Background: an optimization exercise with open tools, aiming at small area, a short achievable clock period and few clock cycles per item. Do not read the settings as production practice.
Only simulation tests tie the RTL to the original design; equivalence was not proved.

## Neuron
module Neuron (
 input clk,
 input GlobalReset,             
 input Input_Valid,             
 input [11:0] Bias,             
 output Idle,
 input [335:0] Row_Wgt,         
 input [27:0] Row_Pix,          
 output Row_Ready,              
 output [18:0] NeuronOutput,
 output OutputReady);
reg busy;
reg idle_r;
reg take_r;
reg [5:0] cyc;       
reg o_OutputReady;
wire start = Input_Valid & idle_r;
wire take = start | take_r;
assign Idle = idle_r;
assign Row_Ready = take;
assign OutputReady = o_OutputReady;
reg [1:0] vld_r;    
always @(posedge clk or negedge GlobalReset) begin
  if (!GlobalReset) begin
    busy <= 1'b0;
    idle_r <= 1'b0;
    take_r <= 1'b0;
    cyc <= 6'd0;
    o_OutputReady <= 1'b0;
    vld_r <= 0;
  end else begin
    vld_r <= {vld_r[0:0], take};
    if (start) begin
      busy <= 1'b1;
      idle_r <= 1'b0;
      take_r <= 1'b1;
      cyc <= 6'd1;
      o_OutputReady <= 1'b0;
    end else if (busy) begin
      cyc <= cyc + 6'd1;
      if (cyc == 6'd27)
        take_r <= 1'b0;
      if (cyc == 6'd30) begin
        busy <= 1'b0;
        idle_r <= 1'b1;
        o_OutputReady <= 1'b1;
      end
    end else
      idle_r <= 1'b1;
  end
end
wire [11:0] pp [0:27];
genvar g;
generate
for (g = 0; g < 28; g = g + 1) begin : PP
  assign pp[g] = ~(Row_Wgt[12*g +: 12] & {12{Row_Pix[g]}});
end
endgenerate
wire s0l0_fs0;
wire s0l0_fc0;
wire s0l0_fs1;
wire s0l0_fc1;
wire s0l0_fs2;
wire s0l0_fc2;
wire s0l0_fs3;
wire s0l0_fc3;
wire s0l0_fs4;
wire s0l0_fc4;
wire s0l0_fs5;
wire s0l0_fc5;
wire s0l0_fs6;
wire s0l0_fc6;
wire s0l0_fs7;
wire s0l0_fc7;
wire s0l0_fs8;
wire s0l0_fc8;
wire s0l0_fs9;
wire s0l0_fc9;
wire s0l0_fs10;
wire s0l0_fc10;
wire s0l0_fs11;
  ...
Size: about 1200 cells after synthesis, about 400 I/O pins.
==> flow/config.mk <==
export PLATFORM = sky130hd
export DESIGN_NAME = Neuron
export DESIGN_NICKNAME = Neuron
export VERILOG_FILES = /design/flow/design.v
export SDC_FILE = /design/flow/constraint.sdc
export NUM_CORES = 4
export LEC_CHECK = 0
export CAP_MARGIN = 20
export CORE_MARGIN = 2
export CORE_UTILIZATION = 55
export CTS_BUF_LIST = sky130_fd_sc_hd__clkbuf_8
export CTS_CLUSTER_DIAMETER = 60
export CTS_CLUSTER_SIZE = 16
export PLACE_DENSITY = 0.75
export SETUP_SLACK_MARGIN = 1.6
export SLEW_MARGIN = 20
export SYNTH_HIERARCHICAL = 1
export SYNTH_MINIMUM_KEEP_SIZE = 0
==> flow/constraint.sdc <==
create_clock -name core_clock -period 4.0 [get_ports {clk}]
set_input_delay 0.8000 -clock core_clock [delete_from_list [all_inputs] [get_ports {clk}]]
set_output_delay 0.8000 -clock core_clock [all_outputs]
set_load 0.01 [all_outputs]
standard.sh (not shown) runs the stock make flow with config.mk's settings and CLKGATE_MAP_FILE= SYNTH_SCRIPT=/design/flow/synth_recipe.tcl, a recipe that flattens the netlist after the stock synthesis.
==> flow/flow/run.sh <==
#!/bin/bash
# The standard layout (the standard.sh: standard synthesis, then ORFS to
# finish), with the ports buffered by sky130_fd_sc_hd__buf_1 cells instead of
# the delay buffers buffer_ports picks by default. Make's output goes to
# flow.log; each ORFS step keeps its own log under orfs/logs/.
set -euo pipefail
bash standard.sh "BUFFER_PORTS_ARGS=-buffer_cell sky130_fd_sc_hd__buf_1" finish > flow.log 2>&1
The starting point ran to the end with no violations.
Testbench counts at the start, summed over its fixed seeds: cycles 5,960, items 192.
Then changed:
--- a/flow/design.v
+++ b/flow/design.v
@@ -517,53 +517,48 @@
  input [11:0] Bias,             
  output Idle,
  input [335:0] Row_Wgt,         
  input [27:0] Row_Pix,          
  output Row_Ready,              
  output [18:0] NeuronOutput,
  output OutputReady);
 reg busy;
-reg idle_r;
 reg take_r;
 reg [5:0] cyc;       
 reg o_OutputReady;
-wire start = Input_Valid & idle_r;
+wire start = Input_Valid & ~busy;
 wire take = start | take_r;
-assign Idle = idle_r;
+assign Idle = ~busy;
 assign Row_Ready = take;
 assign OutputReady = o_OutputReady;
 reg [1:0] vld_r;    
 always @(posedge clk or negedge GlobalReset) begin
   if (!GlobalReset) begin
     busy <= 1'b0;
-    idle_r <= 1'b0;
     take_r <= 1'b0;
     cyc <= 6'd0;
     o_OutputReady <= 1'b0;
     vld_r <= 0;
   end else begin
     vld_r <= {vld_r[0:0], take};
     if (start) begin
       busy <= 1'b1;
-      idle_r <= 1'b0;
       take_r <= 1'b1;
       cyc <= 6'd1;
       o_OutputReady <= 1'b0;
     end else if (busy) begin
       cyc <= cyc + 6'd1;
       if (cyc == 6'd27)
         take_r <= 1'b0;
       if (cyc == 6'd30) begin
         busy <= 1'b0;
-        idle_r <= 1'b1;
         o_OutputReady <= 1'b1;
       end
-    end else
-      idle_r <= 1'b1;
+    end
   end
 end
 wire [11:0] pp [0:27];
 genvar g;
 generate
 for (g = 0; g < 28; g = g + 1) begin : PP
   assign pp[g] = ~(Row_Wgt[12*g +: 12] & {12{Row_Pix[g]}});
 end
Synthesized cell count shrinks by 0.52%.
Via count grows by 1.2%.
Cell count shrinks by 0.31%.
Non-clock buffer count grows by 2.
Worst hold slack is worse by 0.031 ns.
Worst setup slack is worse by 0.0062 ns.
Routed wire length grows by 1.2%.
Register-to-register slack hardly moves.
Global-route usage grows by 0.50 points.
Testbench counts after the change, summed over its fixed seeds: cycles 5,960, items 192.

## port drivers added, routing unchanged
Ports are ideal in the flow. The routed layouts listed here were re-timed in OpenROAD.
Step 1, drivers: a clkbuf_16 drives clk and a buf_2 each remaining input, both assumed.
Step 2 also shifts input and output timing later by t, the mid clock arrival at the registers, as if the neighbouring blocks saw the same clock.
Three values: no drivers, after step 1, after step 2; two values: the first two.
| run | t, ns | setup slack, ns | worst data-port slew with drivers (ns) |
|---|---|---|---|
| the first run | 0.536 | 1.590 / 1.605 / 1.069 | 0.09 |
| the second run | 0.550 | 1.584 / 1.599 / 1.049 | 0.12 |
After both steps setup and hold are still met in every run listed. The setup slack of the second run, which loses most, moves by +0.015 ns with the drivers and by -0.535 ns with both steps.
